From an optimization exercise on the open Yosys and OpenROAD flow, aimed at small area, a short achievable clock period and few clock cycles per item; shortcuts taken in it are not production practice.
The RTL was checked by simulation tests, not by an equivalence proof against the original design.
No driver is modelled on the clock port, so clock power and skew are understated where the tree is cut down; a real chip needs a root buffer or a tree.
Power is estimated from default activity; no workload was simulated.

==> v25: inputs <==
==> flow/design.v <==
module main(output [95:0] out,output reg [95:0]fec,output reg [15:0]crc,output reg status,input data,clock,start);
    wire [95:0]w_fec;wire fec_status;
    wire [15:0]w_crc;wire crc_status;
    reg b;           
    reg [6:0]c;      
    CRC A(w_crc,crc_status,data,clock,start);
    always @(posedge clock,posedge start) begin
        if(start==1) begin
            c<=0;
            status<=0;
            b<=0;
        end
        else begin
            if(c<32) begin
                b<=data;
                c<=c+1'b1;
            end
            else if(c<48) begin
                b<=crc[15-c+32];
                c<=c+1'b1;
            end
            if(fec_status==1) begin
                status<=1;
            end
        end
    end
    always @(w_crc,w_fec) begin 
         crc=w_crc;
         fec=w_fec;
    end
    FEC B(w_fec,fec_status,b,clock,start);
    interleaver C(fec[23:0],fec[47:24],fec[71:48],fec[95:72],out);
endmodule
module interleaver(
input [23:0] byte0,
input [23:0] byte1,
input [23:0] byte2,
input [23:0] byte3, 
output [95:0]OP
);
wire [23:0] out0,out1,out2,out3;
assign out0 ={byte3[5:0],byte2[5:0],byte1[5:0],byte0[5:0]};
assign out1 ={byte3[11:6],byte2[11:6],byte1[11:6],byte0[11:6]};
assign out2 ={byte3[17:12],byte2[17:12],byte1[17:12],byte0[17:12]};
assign out3 ={byte3[23:18],byte2[23:18],byte1[23:18],byte0[23:18]};
  assign OP[95:0] ={out0[23:0],out1[23:0],out2[23:0],out3[23:0]};
endmodule
module FEC(output reg [95:0]fec,output reg status,input data,clck,start);
    reg [5:0]c;          
    reg [3:0] b;         
    reg f;               
    reg p;               
    always@(posedge clck,posedge start) begin
        if(start==1) begin
            c<=48;
            b<=4'b0000;
            status<=0;
            fec<=0;
            f<=0;
            p<=0;
        end
        else if(c>0) begin
            if(f==1) begin
                fec[2*c-1]<=b[3]+b[1]+b[0];
                fec[2*c-2]<=b[3]+b[2]+b[1]+b[0];
                c<=c-1'b1;  
            end
          	if(p==1) begin       
            	b[3:0]<={data,b[3:1]};
            	f<=1;
          	end
            p<=1;
           if(c==2) status<=1;              
        end
    end
endmodule 
module CRC(output reg [15:0] R,output reg Status,input msb,clck,start);
    reg [5:0]c;
    always@(posedge clck,posedge start) begin
        if(start==1) begin
            R<=16'hFFFF;
            c<=0;
            Status<=0;
        end
        else if(c<32) begin
            R[0]<=R[15]+msb;
            R[1]<=R[0];
            R[2]<=R[1]+R[15]+msb;
            R[14:3]<=R[13:2];
            R[15]<=R[14]+R[15]+msb;
            c<=c+1'b1;
        end
        else Status<=1;
    end
endmodule 
==> flow/run.sh <==
#!/bin/bash
# synth_recipe.tcl (not shown) runs the flow's synth.tcl, then flattens the netlist and writes it again
# the make line also repeats each setting of config.mk as NAME=value (left out here)
make -C /OpenROAD-flow-scripts/flow DESIGN_CONFIG=/design/flow/config.mk WORK_HOME=/design/flow/orfs CLKGATE_MAP_FILE= SYNTH_SCRIPT=/design/flow/synth_recipe.tcl finish
==> flow/config.mk <==
export PLATFORM = sky130hd
export DESIGN_NAME = main
export DESIGN_NICKNAME = main
export VERILOG_FILES = /design/flow/design.v
export SDC_FILE = /design/flow/constraint.sdc
export NUM_CORES = 4
export LEC_CHECK = 0
export CAP_MARGIN = 20
export CORE_MARGIN = 2
export CORE_UTILIZATION = 40
export SLEW_MARGIN = 20
==> flow/constraint.sdc <==
create_clock -name core_clock -period 6.0 [get_ports {clock}]
set_input_delay 1.2000 -clock core_clock [delete_from_list [all_inputs] [get_ports {clock}]]
set_output_delay 1.2000 -clock core_clock [all_outputs]
set_load 0.01 [all_outputs]
==> inputs of v3, as changes to v25 <==
==> flow/design.v (replaced) <==
module main(output [95:0] out,output reg [95:0]fec,output reg [15:0]crc,output reg status,input data,clock,start);
    reg [4:0]  c;        
    reg [31:0] m;        
    reg [15:0] R;        
    always @(posedge clock, posedge start) begin
        if (start) begin
            c      <= 5'd0;
            status <= 1'b0;
        end else begin
            c <= c + 1'b1;
            if (c == 5'd31) status <= 1'b1;
        end
    end
    always @(posedge clock) begin
        if (!status) m <= {data, m[31:1]};
    end
    wire fb = R[15] ^ data;
    always @(posedge clock) begin
        if (start) R <= 16'hFFFF;
        else if (!status) R <= {R[14]^fb, R[13:2], R[1]^fb, R[0], fb};
    end
    wire [47:0] u = {R[0],R[1],R[2],R[3],R[4],R[5],R[6],R[7],
                     R[8],R[9],R[10],R[11],R[12],R[13],R[14],R[15], m};
    wire [47:0] p, hi, lo;
    assign p[0] = u[0];
    assign hi[1:0] = u[1:0];
    assign lo[0] = u[0];
    assign lo[1] = p[1];
    genvar k;
    generate
        for (k = 1; k < 48; k = k + 1) begin : gp
            xor2 xp(p[k], u[k], u[k-1]);
        end
        for (k = 2; k < 48; k = k + 1) begin : gc
            xor2 xh(hi[k], u[k], p[k-2]);
            xor2 xl(lo[k], p[k], p[k-2]);
        end
    endgenerate
    integer i;
    always @* begin
        crc = R;
        for (i = 0; i < 48; i = i + 1) begin
            fec[95-2*i] = hi[i];
            fec[94-2*i] = lo[i];
        end
    end
    interleaver C(fec[23:0],fec[47:24],fec[71:48],fec[95:72],out);
endmodule
module xor2(output y, input a, b);
    assign y = a ^ b;
endmodule
module interleaver(
input [23:0] byte0,
input [23:0] byte1,
input [23:0] byte2,
input [23:0] byte3,
output [95:0]OP
);
wire [23:0] out0,out1,out2,out3;
assign out0 ={byte3[5:0],byte2[5:0],byte1[5:0],byte0[5:0]};
assign out1 ={byte3[11:6],byte2[11:6],byte1[11:6],byte0[11:6]};
assign out2 ={byte3[17:12],byte2[17:12],byte1[17:12],byte0[17:12]};
assign out3 ={byte3[23:18],byte2[23:18],byte1[23:18],byte0[23:18]};
assign OP[95:0] ={out0[23:0],out1[23:0],out2[23:0],out3[23:0]};
endmodule
==> flow/flow/run.sh (new file) <==
#!/bin/bash
# Standard ORFS layout (the standard.sh, unchanged synthesis), with the
# port buffers made from the smallest plain buffer instead of a delay cell.
set -euo pipefail
bash standard.sh 'BUFFER_PORTS_ARGS=-buffer_cell sky130_fd_sc_hd__buf_1' finish > standard_flow.log 2>&1
==> flow/standard.sh (new file) <==
#!/bin/bash
# synth_recipe.tcl (not shown) runs the flow's synth.tcl, then flattens the netlist and writes it again
# the make line also repeats each setting of config.mk as NAME=value (left out here)
make -C /OpenROAD-flow-scripts/flow DESIGN_CONFIG=/design/flow/config.mk WORK_HOME=/design/flow/orfs CLKGATE_MAP_FILE= SYNTH_SCRIPT=/design/flow/synth_recipe.tcl "${@:-finish}"
CTS_BUF_LIST = sky130_fd_sc_hd__clkbuf_8   (was unset)
CTS_CLUSTER_DIAMETER = 200   (was unset)
CTS_CLUSTER_SIZE = 30   (was unset)
SYNTH_HIERARCHICAL = 1   (was unset)
SYNTH_MINIMUM_KEEP_SIZE = 0   (was unset)
removed: flow/run.sh
==> out/results.ini <==
[critical_path]
cp-startpoint = B.c[0]
regToRegEndpoint = B.fec[56]

[timing]
holdWs_ns = 0.4649
final_period_minus_worst_setup_slack_ns = 5.253
max_freq_mhz = 190.4

[route]
drtPass1Iterations = 6

[synthesis]
yosys.area_share.adder_pct = 2.658

[cells_and_area]
layout.sequential_cells = 140
mostFrequentLayoutCells = 211 x sky130_fd_sc_hd__clkdlybuf4s50_1, 122 x sky130_fd_sc_hd__dfrtp_1, 73 x sky130_fd_sc_hd__mux2_2, 39 x sky130_fd_sc_hd__nand2_1, 33 x sky130_fd_sc_hd__o21ai_0

[place]
hpwl_microns = 14480

[pwr]
clock_network_fraction_of_total_power_pct = 44.0

[run_status]
outcome = no timing/DRC/antenna violations

the above is filed under v25

==> out/results.ini <==
[synthesis]
syn_area_per_cell_sq_um = 10.95
synth_mux_area_share_pct = 3.743
yosys.area_share.adder_pct = 0.6684

[route]
drcViolationCount = 0
drtPass1Iterations = 4

[clock_network]
cts_root_buffer = sky130_fd_sc_hd__clkbuf_8

[run_status]
outcome = no timing/DRC/antenna violations

[timing]
final_period_minus_worst_setup_slack_ns = 2.929
holdWs_ns = 0.4553
max_freq_mhz = 341.4

[critical_path]
regToRegEndpoint = R[0]
cp-startpoint = R[15]
critPathMaxFanout = 7

[cells_and_area]
mostFrequentLayoutCells = 211 x sky130_fd_sc_hd__buf_1, 141 x sky130_fd_sc_hd__xor2_1, 32 x sky130_fd_sc_hd__edfxtp_1, 16 x sky130_fd_sc_hd__dfxtp_1
layout.sequential_cells = 54
largest_reg_flops = 32
layout_commonest_cell = sky130_fd_sc_hd__buf_1

[pwr]
clock_network_fraction_of_total_power_pct = 38.5

the above is filed under v3

Testbench counts of v25, summed over its fixed seeds: cycles 26,112, messages 512.
Testbench counts of v3, summed over its fixed seeds: cycles 16,896, messages 512.

==> nickel <==
RTL: one of the versions met above, not the one the previous note started from.
==> module main, before the edit <==
module main(output [95:0] out,output reg [95:0]fec,output reg [15:0]crc,output reg status,input data,clock,start);
    reg [4:0]  c;        
    reg [31:0] m;        
    reg [15:0] R;        
    always @(posedge clock, posedge start) begin
        if (start) begin
            c      <= 5'd0;
            status <= 1'b0;
        end else begin
            c <= c + 1'b1;
            if (c == 5'd31) status <= 1'b1;
        end
    end
    always @(posedge clock) begin
        if (!status) m <= {data, m[31:1]};
    end
    wire fb = R[15] ^ data;
    always @(posedge clock) begin
        if (start) R <= 16'hFFFF;
        else if (!status) R <= {R[14]^fb, R[13:2], R[1]^fb, R[0], fb};
    end
    wire [47:0] u = {R[0],R[1],R[2],R[3],R[4],R[5],R[6],R[7],
                     R[8],R[9],R[10],R[11],R[12],R[13],R[14],R[15], m};
    wire [47:0] p, hi, lo;
    assign p[0] = u[0];
    assign hi[1:0] = u[1:0];
    assign lo[0] = u[0];
    assign lo[1] = p[1];
    genvar k;
    generate
        for (k = 1; k < 48; k = k + 1) begin : gp
            xor2 xp(p[k], u[k], u[k-1]);
        end
        for (k = 2; k < 48; k = k + 1) begin : gc
            xor2 xh(hi[k], u[k], p[k-2]);
            xor2 xl(lo[k], p[k], p[k-2]);
        end
    endgenerate
    integer i;
    always @* begin
        crc = R;
        for (i = 0; i < 48; i = i + 1) begin
            fec[95-2*i] = hi[i];
            fec[94-2*i] = lo[i];
        end
    end
    interleaver C(fec[23:0],fec[47:24],fec[71:48],fec[95:72],out);
endmodule
export LEC_CHECK = 0
export CAP_MARGIN = 20
export CORE_MARGIN = 2
export CORE_UTILIZATION = 40
export SLEW_MARGIN = 20
export SYNTH_HIERARCHICAL = 1
export SYNTH_MINIMUM_KEEP_SIZE = 0
create_clock -name core_clock -period 6.0 [get_ports {clock}]
standard.sh (not shown) runs the stock make flow with config.mk's settings and CLKGATE_MAP_FILE= SYNTH_SCRIPT=/design/flow/synth_recipe.tcl, a recipe that flattens the netlist after the stock synthesis.
==> flow/flow/run.sh <==
#!/bin/bash
# Standard ORFS layout (the standard.sh, unchanged synthesis), with the
# port buffers made from the smallest plain buffer instead of a delay cell,
# and a flat one-level clock distribution (flow/clk.tcl) instead of an H-tree.
set -euo pipefail
bash standard.sh 'BUFFER_PORTS_ARGS=-buffer_cell sky130_fd_sc_hd__buf_1' \
  "PRE_CTS_TCL=$PWD/flow/clk.tcl" finish > standard_flow.log 2>&1
==> flow/flow/clk.tcl <==
# Manual clock distribution, sourced before CTS in place of clock_tree_synthesis:
# the clock port drives NBUF clock buffers, each feeding the flip-flops of one
# vertical slice of the placement (every register sees the same one-buffer path).
set nbuf [expr {[info exists ::env(CLK_NBUF)] ? $::env(CLK_NBUF) : 2}]
set bufcell [expr {[info exists ::env(CLK_BUF)] ? $::env(CLK_BUF) : "sky130_fd_sc_hd__clkbuf_16"}]
set block [ord::get_db_block]
set clknet [$block findNet clock]
set sinks {}
foreach it [$clknet getITerms] {
  set inst [$it getInst]
  set b [$inst getBBox]
  lappend sinks [list $it [expr {([$b xMin] + [$b xMax]) / 2}] [expr {([$b yMin] + [$b yMax]) / 2}]]
}
set sinks [lsort -integer -index 1 $sinks]
set n [llength $sinks]
set master [[ord::get_db] findMaster $bufcell]
for {set g 0} {$g < $nbuf} {incr g} {
  set lo [expr {$g * $n / $nbuf}]
  set hi [expr {($g + 1) * $n / $nbuf - 1}]
  set grp [lrange $sinks $lo $hi]
  set sx 0; set sy 0
  foreach s $grp { incr sx [lindex $s 1]; incr sy [lindex $s 2] }
  set cx [expr {$sx / [llength $grp]}]
  set cy [expr {$sy / [llength $grp]}]
  set buf [odb::dbInst_create $block $master clkbuf_man_$g]
  set net [odb::dbNet_create $block clknet_man_$g]
  $net setSigType CLOCK
  [$buf findITerm A] connect $clknet
  [$buf findITerm X] connect $net
  foreach s $grp { set it [lindex $s 0]; $it disconnect; $it connect $net }
  $buf setLocation $cx $cy
  $buf setPlacementStatus PLACED
  puts "clock buffer $g: [llength $grp] sinks at $cx $cy"
}
set_propagated_clock [all_clocks]
proc clock_tree_synthesis {args} { puts "clock_tree_synthesis skipped: manual clock buffers" }
source [file join [file dirname [info script]] size.tcl]
==> flow/flow/size.tcl <==
if {![info exists ::sz_keep_parasitics]} { estimate_parasitics -placement }
proc sz_area {} {
  set a 0
  foreach i [get_cells *] {
    set lc [get_lib_cells -quiet [get_property $i ref_name]]
    if {$lc ne ""} { set a [expr {$a + [get_property $lc area]}] }
  }
  return $a
}
proc sz_family {ref} {
  if {![regexp {^(sky130_fd_sc_hd__\w+?)_(\d+)$} $ref -> base sz]} { return {} }
  set out {}
  foreach lc [get_lib_cells -quiet ${base}_*] {
    set n [get_name $lc]
    if {[lsearch $::env(DONT_USE_CELLS) $n] >= 0} continue
    if {[regexp "^${base}_(\\d+)\$" $n -> s2] && $s2 > $sz} { lappend out [list $n $s2] }
  }
  return [lsort -integer -index 1 $out]
}
proc sz_carea {ref} { return [get_property [get_lib_cells $ref] area] }
set sz_period [expr {[info exists ::env(FLOW_PERIOD_NS)] ? $::env(FLOW_PERIOD_NS) : 6.0}]
set sz_A [sz_area]
set sz_best [expr {($sz_period - [worst_slack -max]) * $sz_A}]
set sz_bestn 0
set sz_done {}
puts "size: start period [expr {$sz_period - [worst_slack -max]}] area $sz_A"
for {set it 0} {$it < 200} {incr it} {
  set pe [lindex [find_timing_paths -path_delay max -group_path_count 1 -sort_by_slack] 0]
  set ep [get_property $pe endpoint]
  set s0 [get_property $ep slack_max]
  set cands {}
  foreach pt [get_property $pe points] {
    set pin [get_property $pt pin]
    if {[string first / [get_full_name $pin]] < 0} continue
    lappend cands [get_full_name [get_cells -of_objects $pin]]
  }
  set pick {}; set rate 0
  foreach c [lsort -unique $cands] {
    set cell [get_cells $c]
    set ref [get_property $cell ref_name]
    foreach f [sz_family $ref] {
      set n [lindex $f 0]
      replace_cell $cell $n
      set g [expr {[get_property $ep slack_max] - $s0}]
      set da [expr {[sz_carea $n] - [sz_carea $ref]}]
      replace_cell $cell $ref
      if {$da > 0 && $g > 0 && $g / $da > $rate} { set rate [expr {$g / $da}]; set pick [list $c $ref $n $da] }
    }
  }
  if {$pick eq ""} break
  replace_cell [get_cells [lindex $pick 0]] [lindex $pick 2]
  set sz_A [expr {$sz_A + [lindex $pick 3]}]
  lappend sz_done $pick
  set sc [expr {($sz_period - [worst_slack -max]) * $sz_A}]
  if {$sc < $sz_best} { set sz_best $sc; set sz_bestn [llength $sz_done] }
}
# undo the moves after the best state
for {set i [expr {[llength $sz_done] - 1}]} {$i >= $sz_bestn} {incr i -1} {
  set d [lindex $sz_done $i]
  replace_cell [get_cells [lindex $d 0]] [lindex $d 1]
}
foreach d [lrange $sz_done 0 [expr {$sz_bestn - 1}]] { puts "size: [lindex $d 0] [lindex $d 1] -> [lindex $d 2]" }
puts "size: kept $sz_bestn of [llength $sz_done] moves; period [expr {$sz_period - [worst_slack -max]}] area [sz_area]"
==> quartz: changes against nickel <==
--- a/flow/design.v
+++ b/flow/design.v
@@ -4,2 +4,3 @@
     reg [15:0] R;        
+    wire cz = (c[3:0] == 4'd0);
     always @(posedge clock, posedge start) begin
@@ -9,4 +10,4 @@
         end else begin
-            c <= c + 1'b1;
-            if (c == 5'd31) status <= 1'b1;
+            c <= {c[3:0], c[4] ^ c[2] ^ cz};
+            if (c[4] && cz) status <= 1'b1;
         end
==> flow/flow/run.sh (replaced) <==
#!/bin/bash
# Standard ORFS layout (the standard.sh, unchanged synthesis) with:
#  - port buffers made from the smallest plain buffer instead of a delay cell;
#  - a flat one-level clock distribution (flow/clk.tcl) instead of an H-tree;
#  - two passes: the first pass's routed, extracted layout plans gate upsizing
#    (flow/plan.tcl, flow/size.tcl), and the second pass redoes CTS onwards with it.
set -euo pipefail
args=('BUFFER_PORTS_ARGS=-buffer_cell sky130_fd_sc_hd__buf_1' "PRE_CTS_TCL=$PWD/flow/clk.tcl")
R=orfs/results/sky130hd/main/base
L=orfs/logs/sky130hd/main/base
rm -f sizes.txt
bash standard.sh "${args[@]}" finish > pass1_flow.log 2>&1
openroad -no_init -exit flow/plan.tcl > plan.log 2>&1
mkdir -p pass1
cp -r "$L" pass1/logs
cp "$R/6_final.odb" pass1/
rm -f "$R"/4_* "$R"/5_* "$R"/6_* out/final.def
bash standard.sh "${args[@]}" finish > pass2_flow.log 2>&1
--- a/flow/flow/clk.tcl
+++ b/flow/flow/clk.tcl
@@ -1,6 +1,8 @@
-# Manual clock distribution, sourced before CTS in place of clock_tree_synthesis:
-# the clock port drives NBUF clock buffers, each feeding the flip-flops of one
-# vertical slice of the placement (every register sees the same one-buffer path).
-set nbuf [expr {[info exists ::env(CLK_NBUF)] ? $::env(CLK_NBUF) : 2}]
-set bufcell [expr {[info exists ::env(CLK_BUF)] ? $::env(CLK_BUF) : "sky130_fd_sc_hd__clkbuf_16"}]
+# Sourced before CTS in place of clock_tree_synthesis: the clock port drives two
+# clock buffers, each feeding the flip-flops of one half of the placement (every
+# register sees the same one-buffer clock path). Then, on the second pass, the
+# gate sizes planned from the first pass (sizes.txt) are applied; CTS's detailed
+# placement that follows legalises them.
+set nbuf 2
+set bufcell sky130_fd_sc_hd__clkbuf_16
 set block [ord::get_db_block]
@@ -36,2 +38,12 @@
 proc clock_tree_synthesis {args} { puts "clock_tree_synthesis skipped: manual clock buffers" }
-source [file join [file dirname [info script]] size.tcl]
+
+set sizes [file join [file dirname [info script]] .. sizes.txt]
+if {[file exists $sizes]} {
+  set f [open $sizes]
+  foreach line [split [read $f] \n] {
+    if {[llength $line] != 2} continue
+    replace_cell [get_cells [lindex $line 0]] [lindex $line 1]
+    puts "sized [lindex $line 0] -> [lindex $line 1]"
+  }
+  close $f
+}
==> flow/flow/plan.tcl (new file) <==
# Load the first pass's final layout with its extracted parasitics and plan the
# gate sizes (flow/size.tcl); writes sizes.txt in the work folder.
set P $::env(FLOW_HOME)/platforms/sky130hd
set R orfs/results/sky130hd/main/base
read_db $R/6_final.odb
read_liberty $P/lib/sky130_fd_sc_hd__tt_025C_1v80.lib
read_sdc $R/6_final.sdc
source $P/setRC.tcl
read_spef $R/6_final.spef
set_propagated_clock [all_clocks]
set ::env(DONT_USE_CELLS) [exec sh -c {sed -n 's/^export DONT_USE_CELLS *[+:?]*= *//p' $0} $P/config.mk]
set ::sz_out sizes.txt
source [file join [file dirname [info script]] size.tcl]
--- a/flow/flow/size.tcl
+++ b/flow/flow/size.tcl
@@ -1,2 +1 @@
-if {![info exists ::sz_keep_parasitics]} { estimate_parasitics -placement }
 proc sz_area {} {
@@ -61,3 +60,8 @@
 }
-foreach d [lrange $sz_done 0 [expr {$sz_bestn - 1}]] { puts "size: [lindex $d 0] [lindex $d 1] -> [lindex $d 2]" }
+set f [open $::sz_out w]
+foreach d [lrange $sz_done 0 [expr {$sz_bestn - 1}]] {
+  puts "size: [lindex $d 0] [lindex $d 1] -> [lindex $d 2]"
+  puts $f [list [lindex $d 0] [lindex $d 2]]
+}
+close $f
 puts "size: kept $sz_bestn of [llength $sz_done] moves; period [expr {$sz_period - [worst_slack -max]}] area [sz_area]"
Settings changed: CORE_UTILIZATION 40 to 80.
==> violet: changes against nickel <==
--- a/flow/design.v
+++ b/flow/design.v
@@ -4,2 +4,3 @@
     reg [15:0] R;        
+    wire cz = (c[3:0] == 4'd0);
     always @(posedge clock, posedge start) begin
@@ -9,4 +10,4 @@
         end else begin
-            c <= c + 1'b1;
-            if (c == 5'd31) status <= 1'b1;
+            c <= {c[3:0], c[4] ^ c[2] ^ cz};
+            if (c[4] && cz) status <= 1'b1;
         end
==> flow/flow/run.sh (replaced) <==
#!/bin/bash
# Standard ORFS layout (the standard.sh, unchanged synthesis) with:
#  - port buffers made from the smallest plain buffer instead of a delay cell;
#  - a flat one-level clock distribution (flow/clk.tcl) instead of an H-tree;
#  - two passes: the first pass's routed, extracted layout plans gate upsizing
#    (flow/plan.tcl, flow/size.tcl), and the second pass redoes CTS onwards with it.
set -euo pipefail
args=('BUFFER_PORTS_ARGS=-buffer_cell sky130_fd_sc_hd__buf_1' "PRE_CTS_TCL=$PWD/flow/clk.tcl")
R=orfs/results/sky130hd/main/base
L=orfs/logs/sky130hd/main/base
rm -f sizes.txt
bash standard.sh "${args[@]}" finish > pass1_flow.log 2>&1
openroad -no_init -exit flow/plan.tcl > plan.log 2>&1
mkdir -p pass1
cp -r "$L" pass1/logs
cp "$R/6_final.odb" pass1/
rm -f "$R"/4_* "$R"/5_* "$R"/6_* out/final.def
bash standard.sh "${args[@]}" finish > pass2_flow.log 2>&1
--- a/flow/flow/clk.tcl
+++ b/flow/flow/clk.tcl
@@ -1,6 +1,8 @@
-# Manual clock distribution, sourced before CTS in place of clock_tree_synthesis:
-# the clock port drives NBUF clock buffers, each feeding the flip-flops of one
-# vertical slice of the placement (every register sees the same one-buffer path).
-set nbuf [expr {[info exists ::env(CLK_NBUF)] ? $::env(CLK_NBUF) : 2}]
-set bufcell [expr {[info exists ::env(CLK_BUF)] ? $::env(CLK_BUF) : "sky130_fd_sc_hd__clkbuf_16"}]
+# Sourced before CTS in place of clock_tree_synthesis: the clock port drives two
+# clock buffers, each feeding the flip-flops of one half of the placement (every
+# register sees the same one-buffer clock path). Then, on the second pass, the
+# gate sizes planned from the first pass (sizes.txt) are applied; CTS's detailed
+# placement that follows legalises them.
+set nbuf 2
+set bufcell sky130_fd_sc_hd__clkbuf_16
 set block [ord::get_db_block]
@@ -36,2 +38,12 @@
 proc clock_tree_synthesis {args} { puts "clock_tree_synthesis skipped: manual clock buffers" }
-source [file join [file dirname [info script]] size.tcl]
+
+set sizes [file join [file dirname [info script]] .. sizes.txt]
+if {[file exists $sizes]} {
+  set f [open $sizes]
+  foreach line [split [read $f] \n] {
+    if {[llength $line] != 2} continue
+    replace_cell [get_cells [lindex $line 0]] [lindex $line 1]
+    puts "sized [lindex $line 0] -> [lindex $line 1]"
+  }
+  close $f
+}
==> flow/flow/plan.tcl (new file) <==
# Load the first pass's final layout with its extracted parasitics and plan the
# gate sizes (flow/size.tcl); writes sizes.txt in the work folder.
set P $::env(FLOW_HOME)/platforms/sky130hd
set R orfs/results/sky130hd/main/base
read_db $R/6_final.odb
read_liberty $P/lib/sky130_fd_sc_hd__tt_025C_1v80.lib
read_sdc $R/6_final.sdc
source $P/setRC.tcl
read_spef $R/6_final.spef
set_propagated_clock [all_clocks]
set ::env(DONT_USE_CELLS) [exec sh -c {sed -n 's/^export DONT_USE_CELLS *[+:?]*= *//p' $0} $P/config.mk]
set ::sz_out sizes.txt
source [file join [file dirname [info script]] size.tcl]
--- a/flow/flow/size.tcl
+++ b/flow/flow/size.tcl
@@ -1,2 +1 @@
-if {![info exists ::sz_keep_parasitics]} { estimate_parasitics -placement }
 proc sz_area {} {
@@ -61,3 +60,8 @@
 }
-foreach d [lrange $sz_done 0 [expr {$sz_bestn - 1}]] { puts "size: [lindex $d 0] [lindex $d 1] -> [lindex $d 2]" }
+set f [open $::sz_out w]
+foreach d [lrange $sz_done 0 [expr {$sz_bestn - 1}]] {
+  puts "size: [lindex $d 0] [lindex $d 1] -> [lindex $d 2]"
+  puts $f [list [lindex $d 0] [lindex $d 2]]
+}
+close $f
 puts "size: kept $sz_bestn of [llength $sz_done] moves; period [expr {$sz_period - [worst_slack -max]}] area [sz_area]"
Settings changed: CORE_UTILIZATION 40 to 90.
==> results.txt <==
item                                                                         nickel                  violet                           quartz
Largest fanout on the critical path                                               7                       -                                4
Global-route wire length before repair                                     10300 um                       -                         10800 um
Leak pwr                                                                    1.76 nW                       -                          1.58 nW
Placer's final routability congestion estimate                                0.738                       -                            0.806
Post-synthesis sequential area ratio                                          38.2%                   38.6%                            38.6%
Least-Margin Pin Slew                                                      0.662 ns                       -                         0.663 ns
Setup slack of the critical path after layout                               3.24 ns                       -                          3.28 ns
Total number of nets in the final design                                        460                       -                              456
Layout overhead on the synthesized area                                       7.72%                       -                            4.53%
Highest routed layer                                                           met4                       -                             met4
Post-synthesis instance total                                                   342                     339                              339
Result of the run                                                    finished clean  stopped before the end                   finished clean
Last stage reached                                                                -    3_1_place_gp_skip_io                                -
Syn nets                                                                        347                     342                              342
Area-dominant cell class after layout               multi-input combinational cells                       -  multi-input combinational cells
Setup slack of the worst register-to-register path                          4.12 ns                       -                          4.18 ns
Testbench counts of nickel, summed over its fixed seeds: cycles 16,896, messages 512.
Testbench counts of quartz, summed over its fixed seeds: cycles 16,896, messages 512.
Testbench counts of violet, summed over its fixed seeds: cycles 16,896, messages 512.
In nickel and quartz the design's own scripts or RTL, not TritonCTS, make the clock network.

-- static timing again, ports no longer ideal --
The flow's constraints put no driver on any port. The routed layouts listed below were extracted and timed again, unchanged, in two steps.
Step 1: set_driving_cell puts a clkbuf_16 on clock and a buf_2 on each other input, an assumption about the parent block.
Step 2 adds t to the input delays and takes it off the output delays; t is the mean of the earliest and latest rising clock arrival at the registers after step 1. Input paths then give back, and output paths get back, about the clock's delay inside the block.
Slacks: ideal ports / drivers / drivers and shift; pairs: ideal ports / drivers.
| run | shift t [ns] | setup WS [ns] | clock arrival spread, ns | worst register clock-pin slew, ns | cell pins on the clock port's net |
|---|---|---|---|---|---|
| v25 | 0.466 | 0.747 / 0.747 / 0.747 | 0.016 / 0.016 | 0.07 / 0.07 | 1 |
| v3 | 0.324 | 3.071 / 3.041 / 3.365 | 0.012 / 0.012 | 0.10 / 0.10 | 1 |
| nickel | 0.214 | 3.238 / 3.186 / 3.400 | 0.005 / 0.004 | 0.10 / 0.10 | 2 |
| quartz | 0.207 | 3.283 / 3.237 / 3.443 | 0.011 / 0.011 | 0.11 / 0.11 | 2 |
After both steps setup and hold are still met in every run listed.
